This design comes from an exercise in tuning for small area, a short achievable clock period and few clock cycles per item on the open sky130 flow, not from production work. The RTL of this run was laid out without a check of its function. Power figures rest on the tool's default switching activity, not on a simulated workload.

==> design/flow/design.v <==
module Rsa256Core #(
	parameter R  = 4,
	parameter WB = 257,           
	parameter WS = 258            
)(
	input  [WS-1:0] i_sc,
	input  [WS-1:0] i_ss,
	input           i_cin,
	input  [R-1:0]  i_a,
	input  [WB-1:0] i_b,
	input  [255:0]  i_n,
	output [WS-1:0] o_sc,
	output [WS-1:0] o_ss,
	output          o_cin
);
localparam W = WS + R;        
function automatic [R-1:0] ninv(input [R-1:0] n);
	reg [R-1:0] x;
	integer i;
	begin
		x = 1;
		for (i = 0; i < 6; i = i + 1) x = x * (2 - n * x);
		ninv = -x;
	end
endfunction
wire [R-1:0] np = ninv(i_n[R-1:0]);
wire [R-1:0] ab_lo = i_a * i_b[R-1:0];
wire [R-1:0] t_lo = i_sc[R-1:0] + i_ss[R-1:0] + {{(R-1){1'b0}}, i_cin} + ab_lo;
wire [R-1:0] q    = t_lo * np;
wire [(R+2)*W-1:0] rows1;
assign rows1[0 +: W] = {{R{1'b0}}, i_sc};
assign rows1[W +: W] = {{R{1'b0}}, i_ss};
genvar j;
generate for (j = 0; j < R; j = j + 1) begin : g_pp
	assign rows1[(j+2)*W +: W] = i_a[j] ? ({{(W-WB){1'b0}}, i_b} << j) : {W{1'b0}};
end endgenerate
wire [W-1:0] u1, v1;
CsaTree #(.W(W), .N(R+2), .CIN(1)) tree1 (.rows(rows1), .cin(i_cin), .o_s(u1), .o_c(v1));
wire [(R+2)*W-1:0] rows2;
assign rows2[0 +: W] = u1;
assign rows2[W +: W] = v1;
generate for (j = 0; j < R; j = j + 1) begin : g_qn
	assign rows2[(j+2)*W +: W] = q[j] ? ({{(W-256){1'b0}}, i_n} << j) : {W{1'b0}};
end endgenerate
wire [W-1:0] u, v;
CsaTree #(.W(W), .N(R+2), .CIN(0)) tree2 (.rows(rows2), .cin(1'b0), .o_s(u), .o_c(v));
assign o_sc  = u[W-1:R];
assign o_ss  = v[W-1:R];
assign o_cin = |(u[R-1:0] | v[R-1:0]);
endmodule
module CsaTree #(
	parameter W   = 8,
	parameter N   = 3,
	parameter CIN = 0
)(
	input  [N*W-1:0] rows,
	input            cin,
	output [W-1:0]   o_s,
	output [W-1:0]   o_c
);
function automatic integer nrows(input integer n, input integer l);
	integer k, i;
	begin
		k = n;
		for (i = 0; i < l; i = i + 1) k = (k / 3) * 2 + (k % 3);
		nrows = k;
	end
endfunction
function automatic integer nlevels(input integer n);
	integer k, l, i;
	begin
		k = n;
		l = 0;
		for (i = 0; i < 32; i = i + 1) if (k > 2) begin k = (k / 3) * 2 + (k % 3); l = l + 1; end
		nlevels = l;
	end
endfunction
localparam L = nlevels(N);
wire [(L+1)*N*W-1:0] r;
genvar i, g;
generate
	assign r[0 +: N*W] = rows;
	for (i = 0; i < L; i = i + 1) begin : g_lvl
		localparam NI = nrows(N, i);
		localparam NG = NI / 3;
		for (g = 0; g < NG; g = g + 1) begin : g_grp
			wire [W-1:0] c;
			CsaRow #(.W(W)) row (
				.x(r[(i*N + 3*g)*W +: W]),
				.y(r[(i*N + 3*g + 1)*W +: W]),
				.z(r[(i*N + 3*g + 2)*W +: W]),
				.s(r[((i+1)*N + 2*g)*W +: W]),
				.c(c)
			);
			if (CIN && i == 0 && g == 0) begin : g_cin
				assign r[((i+1)*N + 2*g + 1)*W +: W] = {c[W-2:0], cin};
			end else begin : g_nocin
				assign r[((i+1)*N + 2*g + 1)*W +: W] = {c[W-2:0], 1'b0};
			end
		end
		for (g = 3 * NG; g < NI; g = g + 1) begin : g_pass
			assign r[((i+1)*N + 2*NG + g - 3*NG)*W +: W] = r[(i*N + g)*W +: W];
		end
		for (g = NI - NG; g < N; g = g + 1) begin : g_fill
			assign r[((i+1)*N + g)*W +: W] = {W{1'b0}};
		end
	end
endgenerate
assign o_s = r[(L*N)*W +: W];
assign o_c = r[(L*N + 1)*W +: W];
endmodule
module CsaRow #(
	parameter W = 8
)(
	input  [W-1:0] x,
	input  [W-1:0] y,
	input  [W-1:0] z,
	output [W-1:0] s,
	output [W-1:0] c
);
assign s = x ^ y ^ z;
assign c = (x & y) | (x & z) | (y & z);
endmodule
module Rsa256Wrapper (
    input         avm_rst,
    input         avm_clk,
    output  [4:0] avm_address,
    output        avm_read,
    input  [31:0] avm_readdata,
    output        avm_write,
    output [31:0] avm_writedata,
    input         avm_waitrequest
);
localparam R  = 4;                  
localparam M  = (258 + R - 1) / R;  
localparam K  = R * M;              
localparam WX = K;                  
localparam RX_BASE     = 5'd0;
localparam TX_BASE     = 5'd4;
localparam STATUS_BASE = 5'd8;
localparam S_RXS   = 0;    
localparam S_RXD   = 1;    
localparam S_WAIT  = 2;    
localparam S_DBLA  = 3;    
localparam S_DBLB  = 4;    
localparam S_SCAN  = 5;    
localparam S_MONT  = 6;    
localparam S_CONV  = 7;    
localparam S_FINAL = 8;    
localparam S_FINA  = 9;    
localparam S_FINB  = 10;   
localparam S_TXS   = 11;   
localparam S_TXD   = 12;   
localparam NS      = 13;
localparam OP_SQR = 2'd0;
localparam OP_MUL = 2'd1;
localparam OP_FIN = 2'd2;
logic [NS-1:0] st;
logic         rd_r, wr_r;
logic [4:0]   addr_r;
logic [8:0]   cnt;
logic [8:0]   bitcnt;
logic         keyed, started, mulflag;
logic [1:0]   op;
logic         shp, shk;       
logic [255:0] N, D, Cm;
logic [256:0] X;
logic [7:0]   txb, rxb;
logic [R-1:0] ad;
logic [257:0] Sc, Ss;
logic         cin;
assign avm_address   = addr_r;
assign avm_read      = rd_r;
assign avm_write     = wr_r;
assign avm_writedata = {24'd0, txb};
wire done = !avm_waitrequest;
wire [256:0] B = (op == OP_MUL) ? {1'b0, Cm} :
                 (op == OP_SQR) ? X : 257'd1;
wire [257:0] t_sc, t_ss;
wire         t_cin;
Rsa256Core #(.R(R), .WB(257), .WS(258)) step (
    .i_sc(Sc), .i_ss(Ss), .i_cin(cin), .i_a(ad), .i_b(B), .i_n(N),
    .o_sc(t_sc), .o_ss(t_ss), .o_cin(t_cin)
);
wire [257:0] sum = Sc + Ss + {257'd0, cin};
wire         ge  = ~sum[257];
logic [256:0] X_next;
always_comb begin
    X_next = X;
    if (shp) X_next = {1'b0, X[247:0], rxb};
    if (st[S_CONV]) X_next = sum[256:0];
    if (st[S_DBLB] || st[S_FINB]) X_next = ge ? sum[256:0] : Sc[256:0];
end
wire [WX-1:0] Xp = {{(WX-257){1'b0}}, X};
wire [6:0]    didx = st[S_MONT] ? cnt[6:0] + 7'd1 : 7'd0;
logic [R-1:0] xdig;
always_comb begin
    xdig = '0;
    for (int i = 0; i < M; i++)
        if (didx == i) xdig = Xp[i*R +: R];
end
always_ff @(posedge avm_clk) begin
    X   <= X_next;
    rxb <= avm_readdata[7:0];
    ad  <= st[S_CONV] ? sum[R-1:0] : xdig;
    if (shp || st[S_FINB]) txb <= X_next[247:240];
    if (st[S_MONT]) begin
        Sc  <= t_sc;
        Ss  <= t_ss;
        cin <= t_cin;
    end else if (st[S_DBLA]) begin
        Sc  <= {1'b0, X[255:0], 1'b0};
        Ss  <= ~{2'b0, N};
        cin <= 1'b1;
    end else if (st[S_FINA]) begin
        Sc  <= {1'b0, X};
        Ss  <= ~{2'b0, N};
        cin <= 1'b1;
    end else begin
        Sc  <= 258'd0;
        Ss  <= 258'd0;
        cin <= st[S_FINAL] && !started;
    end
    if (shk) begin
        D <= {D[247:0], X[255:248]};
        N <= {N[247:0], D[255:248]};
    end else if (st[S_SCAN] && bitcnt != 9'd256) begin
        D <= {D[254:0], D[255]};
    end
    if (st[S_SCAN] && !started)
        Cm <= X[255:0];
end
always_ff @(posedge avm_clk or posedge avm_rst) begin
    if (avm_rst) begin
        st      <= 1 << S_RXS;
        rd_r    <= 1'b1;
        wr_r    <= 1'b0;
        addr_r  <= STATUS_BASE;
        cnt     <= 9'd0;
        bitcnt  <= 9'd0;
        keyed   <= 1'b0;
        started <= 1'b0;
        mulflag <= 1'b0;
        op      <= OP_SQR;
        shp     <= 1'b0;
        shk     <= 1'b0;
    end else begin
        shp <= (st[S_RXD] || st[S_TXD]) && done;
        shk <= st[S_RXD] && done && !keyed;
        if (st[S_RXS] && done && avm_readdata[7]) begin
            addr_r <= RX_BASE;
            st     <= 1 << S_RXD;
        end
        if (st[S_RXD] && done) begin
            cnt <= cnt + 9'd1;
            if (cnt == (keyed ? 9'd31 : 9'd95)) begin
                rd_r  <= 1'b0;
                keyed <= 1'b1;
                cnt   <= 9'd0;
                st    <= 1 << S_WAIT;
            end else begin
                addr_r <= STATUS_BASE;
                st     <= 1 << S_RXS;
            end
        end
        if (st[S_WAIT]) st <= 1 << S_DBLA;
        if (st[S_DBLA]) st <= 1 << S_DBLB;
        if (st[S_DBLB]) begin
            cnt <= cnt + 9'd1;
            if (cnt == K - 1) begin
                cnt     <= 9'd0;
                bitcnt  <= 9'd0;
                started <= 1'b0;
                st      <= 1 << S_SCAN;
            end else begin
                st      <= 1 << S_DBLA;
            end
        end
        if (st[S_SCAN]) begin
            if (bitcnt == 9'd256) begin
                st <= 1 << S_FINAL;
            end else begin
                bitcnt <= bitcnt + 9'd1;
                if (!started) begin
                    started <= D[255];
                end else begin
                    mulflag <= D[255];
                    op      <= OP_SQR;
                    cnt     <= 9'd0;
                    st      <= 1 << S_MONT;
                end
            end
        end
        if (st[S_MONT]) begin
            cnt <= cnt + 9'd1;
            if (cnt == M - 1) begin
                cnt <= 9'd0;
                st  <= 1 << S_CONV;
            end
        end
        if (st[S_CONV]) begin
            if (op == OP_SQR && mulflag) begin
                op <= OP_MUL;
                st <= 1 << S_MONT;
            end else if (op == OP_FIN) begin
                st <= 1 << S_FINA;
            end else begin
                st <= 1 << S_SCAN;
            end
        end
        if (st[S_FINAL]) begin
            op <= OP_FIN;
            st <= started ? (1 << S_MONT) : (1 << S_CONV);
        end
        if (st[S_FINA]) st <= 1 << S_FINB;
        if (st[S_FINB]) begin
            rd_r   <= 1'b1;
            addr_r <= STATUS_BASE;
            cnt    <= 9'd0;
            st     <= 1 << S_TXS;
        end
        if (st[S_TXS] && done && avm_readdata[6]) begin
            rd_r   <= 1'b0;
            wr_r   <= 1'b1;
            addr_r <= TX_BASE;
            st     <= 1 << S_TXD;
        end
        if (st[S_TXD] && done) begin
            wr_r   <= 1'b0;
            rd_r   <= 1'b1;
            addr_r <= STATUS_BASE;
            cnt    <= cnt + 9'd1;
            if (cnt == 9'd30) begin
                cnt <= 9'd0;
                st  <= 1 << S_RXS;
            end else begin
                st  <= 1 << S_TXS;
            end
        end
    end
end
endmodule
==> design/flow/run.sh <==
#!/bin/bash
# synth_recipe.tcl (not shown) runs the flow's synth.tcl, then flattens the netlist and writes it again
# the make line also repeats each setting of config.mk as NAME=value (left out here)
make -C /OpenROAD-flow-scripts/flow DESIGN_CONFIG=/design/flow/config.mk WORK_HOME=/design/flow/orfs CLKGATE_MAP_FILE= SYNTH_SCRIPT=/design/flow/synth_recipe.tcl finish
==> design/flow/config.mk <==
export PLATFORM = sky130hd
export DESIGN_NAME = Rsa256Wrapper
export DESIGN_NICKNAME = Rsa256Wrapper
export VERILOG_FILES = /design/flow/design.v
export SDC_FILE = /design/flow/constraint.sdc
export NUM_CORES = 8
export LEC_CHECK = 0
export CAP_MARGIN = 20
export CORE_MARGIN = 2
export CORE_UTILIZATION = 40
export SETUP_SLACK_MARGIN = 1.0
export SLEW_MARGIN = 20
export SYNTH_HIERARCHICAL = 1
==> design/flow/constraint.sdc <==
create_clock -name core_clock -period 22.0 [get_ports {avm_clk}]
set_input_delay 4.4000 -clock core_clock [delete_from_list [all_inputs] [get_ports {avm_clk}]]
set_output_delay 4.4000 -clock core_clock [all_outputs]
set_load 0.01 [all_outputs]
==> results.yml <==
timing:
  period_needed_ps: 11740
  finalSetupViolations: 0
  worst_clock_skew_ps: 103
  clock.fmax_mhz: 85.2
  tns_ps: 0
  drv_slew: 0
  finalHoldViolCount: 0
  tightestPinTransition_ps: 1320
  final.period_utilization: 0.534
  rsz0062_at_grt: "false"
  slew_headroom: 0.121
die:
  initial_core_util: 0.401
  fp.dieW_microns: 601
  die_y_microns: 601
  dieArea_sq_mm: 0.361
  io_pins: 74
  fp.coreArea_sq_mm: 0.355
  num_rows: 219
routing:
  drt_iter0_markers: 10600
  vias: 106000
  antenna_left: 0
  drc: 0
  vias_per_cell: 5.89
  firstDrtPassIters: 9
  routedWlPerCell_microns: 26.9
  routed_wl_microns: 483000
grt:
  grt-ovfl-total: 0
  grt_max_degree: 192
  grt_pass1_vias: 109000
  antenna_found_initial: 27
  grt_pass1_wl_microns: 732000
  track_usage: 0.265
yosys:
  synth_area_leaders: "fa_1, edfxtp_1, dfxtp_1, and2_1, nand2_1"
  synth_ff_type: "edfxtp_1"
  yosysTopAreaCellShare: 0.295
  yosysTopAreaCell: "fa_1"
  yosysWarnings: 8
  synth-seq-cells: 1607
  synth_cells: 13500
  ys_types: 102
  async_reset_ff_frac: 0.0280
  synth-edff-count: 1025
  avgSynthCellArea_sq_um: 10.6
  syn-cell-area_sq_mm: 0.143
  ys_seq_area_frac: 0.299
clock_network:
  post-cts-setup-buffers: 0
  cts-root-buf: "clkbuf_16"
  path_clk_slew_ps: 60
  hold_buffers: 0
  cts_resized: 0
  cts_tree: "yes"
  clock_path_buffers: 4
  cts.sinks: 1607
  cts_made_buffers: 205
  clock_latency_ps: 970
  htreeDepth: 4
setup_path:
  end_kind: "register"
  reg2reg_to: "Sc[254]"
  rrSetupSlack_ps: 10260
  crit_arrival_ps: 12480
  path_delay_family: "adder cells"
  reg2reg_from: "N[1]"
  crit_path_top_delay_cell: "buf_4"
  worstSetupStartpointType: "register"
  crit_required_ps: 22740
  crit_path_frequent_cell: "ha_1"
  r2r_cells: 37
  slowest_delay_ps: 770
  crit_type: "register to register"
  crit_fanout: 56
  crit_buf_inv: 6
hold_path:
  whs_path_depth: 0
  hold-path-endpoint: "N[3]"
  hp-start: "D[251]"
  holdCritPathClass: "register to register"
final_layout:
  fillers: 33900
  nNetsFinal: 15500
  final_layout_size_suffix_gt1_frac: 0.0661
  synthToLayoutAreaGrowth_pct: 8.03
placement:
  routabilityCongestion: 1.00
  dp_hpwl_microns: 353000
  portBuffers: 25
outcome:
  status: "timing/DRC/antenna clean"
job:
  drv_cap: 0
power:
  ir_drop_v: 0.0000933
  power_uw: 18500
  p_leak_uw: 0.0582
  powerDensity_mw_per_mm2: 120
==> synthesized netlist by cell type, types with 32 or more instances <==
master    count
and3_1      284
and2_1     1575
a21o_1      124
a21boi_1    250
o22ai_1      57
a211oi_1     61
buf_2        68
mux2i_1     299
dfxtp_1     537
edfxtp_1   1025
xnor2_1     180
nor3_1      108
buf_1        37
o21ai_0     767
o21a_1       57
nand2_1    1463
nor2_1      887
dfrtp_1      42
nand3_1      69
inv_1       106
clkbuf_1    788
o21bai_1     82
a22oi_1      51
a221oi_1    189
nor2b_1      37
o31ai_1      32
nand4_1     131
a31oi_1     198
xor2_1       98
fa_1       2104
ha_1        282
a21oi_1     777
mux2_2      259
==> area by class of cell <==
type / count / area (sq um) / area share
clock inverter: 111 / 1210 / 0.00783
clock buffer: 270 / 5680 / 0.0369
multi-input combinational: 10900 / 96300 / 0.625
timing repair buffer: 200 / 1710 / 0.0111
tap: 4751 / 5940 / 0.0386
antenna: 19 / 47.5 / 0.000309
inverter: 107 / 402 / 0.00261
sequential: 1607 / 42700 / 0.277
==> per-layer routing <==
metal / vias to the layer above / GRT usage / wire (microns)
met4: 2 / 0.111 / 23300
met5: - / 0 / 14
met2: 4308 / 0.405 / 214000
li1: 45900 / - / -
met1: 55000 / 0.370 / 209000
met3: 897 / 0.0491 / 37700
==> cells by family (layout without fill, tap and decap cells) <==
logic type | count (synthesis) | after routing | synth area share
buffers and inverters | 1037 | 688 | 0.0291
xor gates and xnor gates | 282 | 282 | 0.0177
other | 5 | 110 | 0.000132
adders and majority gates | 2386 | 2386 | 0.320
and+or+nand+nor | 4706 | 4706 | 0.164
AOI/OAI and AO/OA | 2913 | 2913 | 0.128
DFF | 1607 | 1607 | 0.299
muxes | 558 | 558 | 0.0415
==> registers in the layout, summed over array words and instances, names as in the netlist <==
signal   cells
Sc         258
Ss         258
X          257
Cm         256
D          256
N          256
st          13
bitcnt       9
cnt          9
rxb          8
txb          8
addr_r       5
ad           4
op           2
cin          1
keyed        1
mulflag      1
rd_r         1
shk          1
shp          1
started      1
wr_r         1
==> cell usage in the layout (no fill, tap or decap), types with 39 or more instances in the layout <==
cell type,instances
a21oi_1,773
clkbuf_16,209
o22ai_1,57
conb_1,91
nand3_1,69
and3_1,284
inv_1,105
a21boi_1,250
nor2_1,873
a31oi_1,198
buf_4,164
nor3_1,106
a22oi_1,51
mux2i_1,299
edfxtp_1,1025
o21bai_1,82
nand4_1,131
a21o_1,124
a221oi_1,189
a211oi_1,61
xor2_1,97
clkbuf_1,39
nand2_1,1461
o21ai_0,767
and2_1,1574
o21a_1,57
ha_1,279
fa_1,2104
xnor2_1,180
mux2_2,259
dfxtp_1,533
==> worst max path at each step <==
stage | start | endpoint | slack [ps] | cells past startpoint
finish | N[1] | Sc[254] | 10260 | 37
CTS | N[1] | Sc[254] | 10270 | 36
floorplan | shk | D[0] | 8640 | 4
global placement | N[1] | Sc[254] | 10360 | 37
detailed placement | N[1] | Sc[254] | 10290 | 36
global route | N[1] | Sc[254] | 9620 | 36
==> through the flow <==
| step | setup slack (ps) | area (sq um) | util | hold WS, ps | instances |
|---|---|---|---|---|---|
| 2_1_floorplan | 8640 | 143000 | - | 406 | 13600 |
| 4_1_cts | 10270 | 154000 | 0.433 | 450 | 18000 |
| 3_3_place_gp | 10360 | 147000 | 0.414 | 433 | 17600 |
| 3_5_place_dp | 10290 | 147000 | 0.414 | 435 | 17600 |
| 6_report | 10260 | 154000 | 0.433 | 444 | 18000 |
| 5_1_grt | 9620 | 154000 | 0.433 | 462 | 18000 |
==> power breakdown <==
group,internal [uW],switching [uW]
logic,5230,6100
registers,3350,311
clock network,2050,1500

## re-timing with driven ports
How much do the figures lean on ideal ports? The routed layout below was timed once more, with nothing changed but the port constraints. Step 1 (the two cells are an assumption about what drives the block):
set clk [get_ports {avm_clk}]
set_driving_cell -lib_cell sky130_fd_sc_hd__clkbuf_16 $clk
set_driving_cell -lib_cell sky130_fd_sc_hd__buf_2 [delete_from_list [all_inputs] $clk]
Step 2 times the ports against the registers' clock, not the clock port: input delays grow and output delays shrink by t, the midpoint of the rising clock arrivals with the driver on. a / b / c = ideal ports / drivers / drivers and shift; a / b = the first two.
t (ns): 1.017
setup slack, ns: 10.256 / 10.256 / 10.256
worst setup path at the end: register to register
worst slew at a driven data input, ns: 0.25
cell pins on the clock port's net: 1
After both steps this run still meets setup and hold. The setup slack of this run moves by 0.000 ns with the drivers and by 0.000 ns with both steps.
